This design comes from an exercise in tuning for small area on the open sky130 flow, not from production work. In this exercise RTL edits were held to simulation tests only and were not proved equivalent to the original.

## core
module core(clock, reset_n, ce, address, in, out, rd, we);
  input clock;
  wire clock;
  input reset_n;
  wire reset_n;
  input ce;
  wire ce;
  output [15:0] address;
  wire [15:0] address;
  input [7:0] in;
  wire [7:0] in;
  output [7:0] out;
  reg [7:0] out;
  output rd;
  wire rd;
  output we;
  wire we;
  wire [7:0] R;
  wire _0_;
  wire _1000_;
  wire _1001_;
  wire _1002_;
  wire _1003_;
  wire _1004_;
  wire _1005_;
  wire _1006_;
  wire _1007_;
  wire _1008_;
  wire _1009_;
  wire _100_;
  wire _1010_;
  wire _1011_;
  wire _1012_;
  wire _1013_;
  wire _1014_;
  wire _1015_;
  wire _101_;
  wire _102_;
  wire _103_;
  wire _104_;
  wire _105_;
  wire _106_;
  wire _107_;
  wire _108_;
  wire _109_;
  wire _10_;
  wire _110_;
  wire _111_;
  wire _112_;
  wire _113_;
  wire _114_;
  wire _115_;
  wire _116_;
  wire _117_;
  wire _118_;
  wire _119_;
  wire _11_;
  wire _120_;
  wire _121_;
  wire _122_;
  wire _123_;
  wire _124_;
  wire _125_;
  wire _126_;
  wire _127_;
  wire _128_;
  wire _129_;
  wire _12_;
  wire _130_;
  wire _131_;
  wire _132_;
  wire _133_;
  wire _134_;
  wire _135_;
  wire _136_;
  wire _137_;
  wire _138_;
  wire _139_;
  wire _13_;
  wire _140_;
  wire _141_;
  wire _142_;
  wire _143_;
  wire _144_;
  wire _145_;
  wire _146_;
  wire _147_;
  wire _148_;
  wire _149_;
  wire _14_;
  wire _150_;
  wire _151_;
  wire _152_;
  wire _153_;
  wire _154_;
  wire _155_;
  wire _156_;
  wire _157_;
  wire _158_;
  wire _159_;
  wire _15_;
  wire _160_;
  wire _161_;
  wire _162_;
  wire _163_;
  wire _164_;
  wire _165_;
  wire _166_;
  wire _167_;
  wire _168_;
  wire _169_;
  wire _16_;
  wire _170_;
  wire _171_;
  wire _172_;
  wire _173_;
  ...
clock: 10.0 ns
lec_check: 0
abc_area: 1
cap_margin: 20
core_margin: 2
core_utilization: 45
cts_buf_list: sky130_fd_sc_hd__clkbuf_8
gpl_timing_driven: 0
slew_margin: 20
standard.sh (not shown) runs the stock make flow with config.mk's settings and CLKGATE_MAP_FILE= SYNTH_SCRIPT=/design/flow/synth_recipe.tcl, a recipe that flattens the netlist after the stock synthesis.
==> flow/flow/run.sh <==
#!/bin/bash
# The standard layout (standard.sh) with these changes:
#  - after the standard synthesis, the combinational logic between the registers
#    is restructured (ABC &deepsyn) and re-mapped for area (ABC &nf), see flow/remap.tcl; the registers
#    keep their cells and names;
#  - the port buffers inserted at global placement are the smallest buffer cell;
#  - clock tree synthesis inserts no dummy loads.
set -euo pipefail
export RES_DIR=$PWD/orfs/results/${FLOW_PLATFORM}/core/base
export BUFFER_PORTS_ARGS="-buffer_cell sky130_fd_sc_hd__buf_1"
export CTS_ARGS="-sink_clustering_enable -repair_clock_nets -buf_list sky130_fd_sc_hd__clkbuf_8 -dont_use_dummy_load"
YOSYS=$FLOW_HOME/../tools/install/yosys/bin/yosys
bash standard.sh synth > standard_synth.log 2>&1
cp "$RES_DIR/1_2_yosys.v" "$RES_DIR/1_2_yosys_std.v"
"$YOSYS" -c flow/remap.tcl > remap.log 2>&1
rm -f "$RES_DIR/1_synth.odb" "$RES_DIR/1_synth.sdc"
bash standard.sh > standard.log 2>&1
==> flow/flow/remap.tcl <==
# Re-maps the combinational logic of the standard synthesis netlist for area:
# two rounds of ABC's &deepsyn (90 s each) followed by the &nf area mapper.
# The registers (and tie cells) are kept as they are, instance for instance:
# they are black boxes here, so only the logic between them is re-mapped.
yosys -import
set lib $::env(FLOW_HOME)/platforms/sky130hd/lib/sky130_fd_sc_hd__tt_025C_1v80.lib
set res $::env(RES_DIR)
set fp [open flow/dont_use.txt r]; set du [string trim [read $fp]]; close $fp
read_liberty -ignore_miss_func $lib
blackbox sky130_fd_sc_hd__dfxtp_1 sky130_fd_sc_hd__edfxtp_1 sky130_fd_sc_hd__conb_1
read_verilog $res/1_2_yosys_std.v
hierarchy -check -top core
flatten
yosys rename -hide w:*.*
opt_clean
tee -o remap_before.txt stat -liberty $lib
set nf "&nf -R 1000 -F 10 -A 10 -a -p"
set round "strash;&get -n;&deepsyn -T 90;&dch;$nf;&put"
abc -liberty $lib {*}$du -script "+strash;dc2;&get -n;&deepsyn -T 90;&dch;$nf;&put;$round;topo"
read_liberty -lib -ignore_redef $lib
splitnets
opt_clean -purge
hilomap -singleton -hicell sky130_fd_sc_hd__conb_1 HI -locell sky130_fd_sc_hd__conb_1 LO
insbuf -buf sky130_fd_sc_hd__buf_4 A X
check -assert
tee -o remap_after.txt stat -liberty $lib
write_verilog -noattr -nohex -nodec $res/1_2_yosys.v
Other scripts of this flow, unchanged in this note and not shown: flow/flow/dont_use.txt
Next try:
--- a/flow/flow/run.sh
+++ b/flow/flow/run.sh
@@ -4 +4 @@
-#    is restructured (ABC &deepsyn) and re-mapped for area (ABC &nf), see flow/remap.tcl; the registers
+#    is re-mapped for area with ABC's &nf mapper (flow/remap.tcl); the registers
@@ -11 +11 @@
-export CTS_ARGS="-sink_clustering_enable -repair_clock_nets -buf_list sky130_fd_sc_hd__clkbuf_8 -dont_use_dummy_load"
+export CTS_ARGS="-sink_clustering_enable -repair_clock_nets -buf_list sky130_fd_sc_hd__clkbuf_16 -sink_clustering_size 32 -dont_use_dummy_load"
--- a/flow/flow/remap.tcl
+++ b/flow/flow/remap.tcl
@@ -1,2 +1 @@
-# Re-maps the combinational logic of the standard synthesis netlist for area:
-# two rounds of ABC's &deepsyn (90 s each) followed by the &nf area mapper.
+# Re-maps the combinational logic of the standard synthesis netlist for area.
@@ -17,3 +16 @@
-set nf "&nf -R 1000 -F 10 -A 10 -a -p"
-set round "strash;&get -n;&deepsyn -T 90;&dch;$nf;&put"
-abc -liberty $lib {*}$du -script "+strash;dc2;&get -n;&deepsyn -T 90;&dch;$nf;&put;$round;topo"
+abc -liberty $lib {*}$du -script "+strash;&get -n;&dch;&nf -R 1000 -F 10 -A 10 -a -p;&put;topo"
What happened:
- via count is higher by 2.7%
- design area goes up by 4.6%
- non-clock buffer count is higher by 2
- global-route usage shrinks by 0.31 points
- register-to-register slack is better by 1.3 ns

static timing again, ports no longer ideal:
In the flow no input, the clock included, has a driving cell. The finished layouts below were timed again as built, in two steps.
Step 1 assumes that a clkbuf_16 drives the clock port and a buf_2 every other input.
Step 2, shift: input delay + t, output delay - t, t = (earliest + latest rising clock arrival at the registers) / 2. This alone moves slack from input paths to output paths.
a / b / c = ideal ports / drivers / drivers and shift; a / b = the first two.
| run | shift t [ns] | setup slack, ns | worst hold slack (ns) | worst register clock-pin slew, ns | pins driven straight from the clock port |
|---|---|---|---|---|---|
| the first run | 0.401 | 0.770 / 0.770 / 0.770 | 0.458 / 0.458 / 0.458 | 0.10 / 0.10 | 1 |
| the second run | 0.398 | 1.074 / 1.099 / 0.702 | 0.492 / 0.492 / 0.492 | 0.07 / 0.07 | 1 |
After both steps every run listed still meets setup and hold. The setup slack of the second run, which loses most, moves by +0.025 ns with the drivers and by -0.372 ns with both steps.
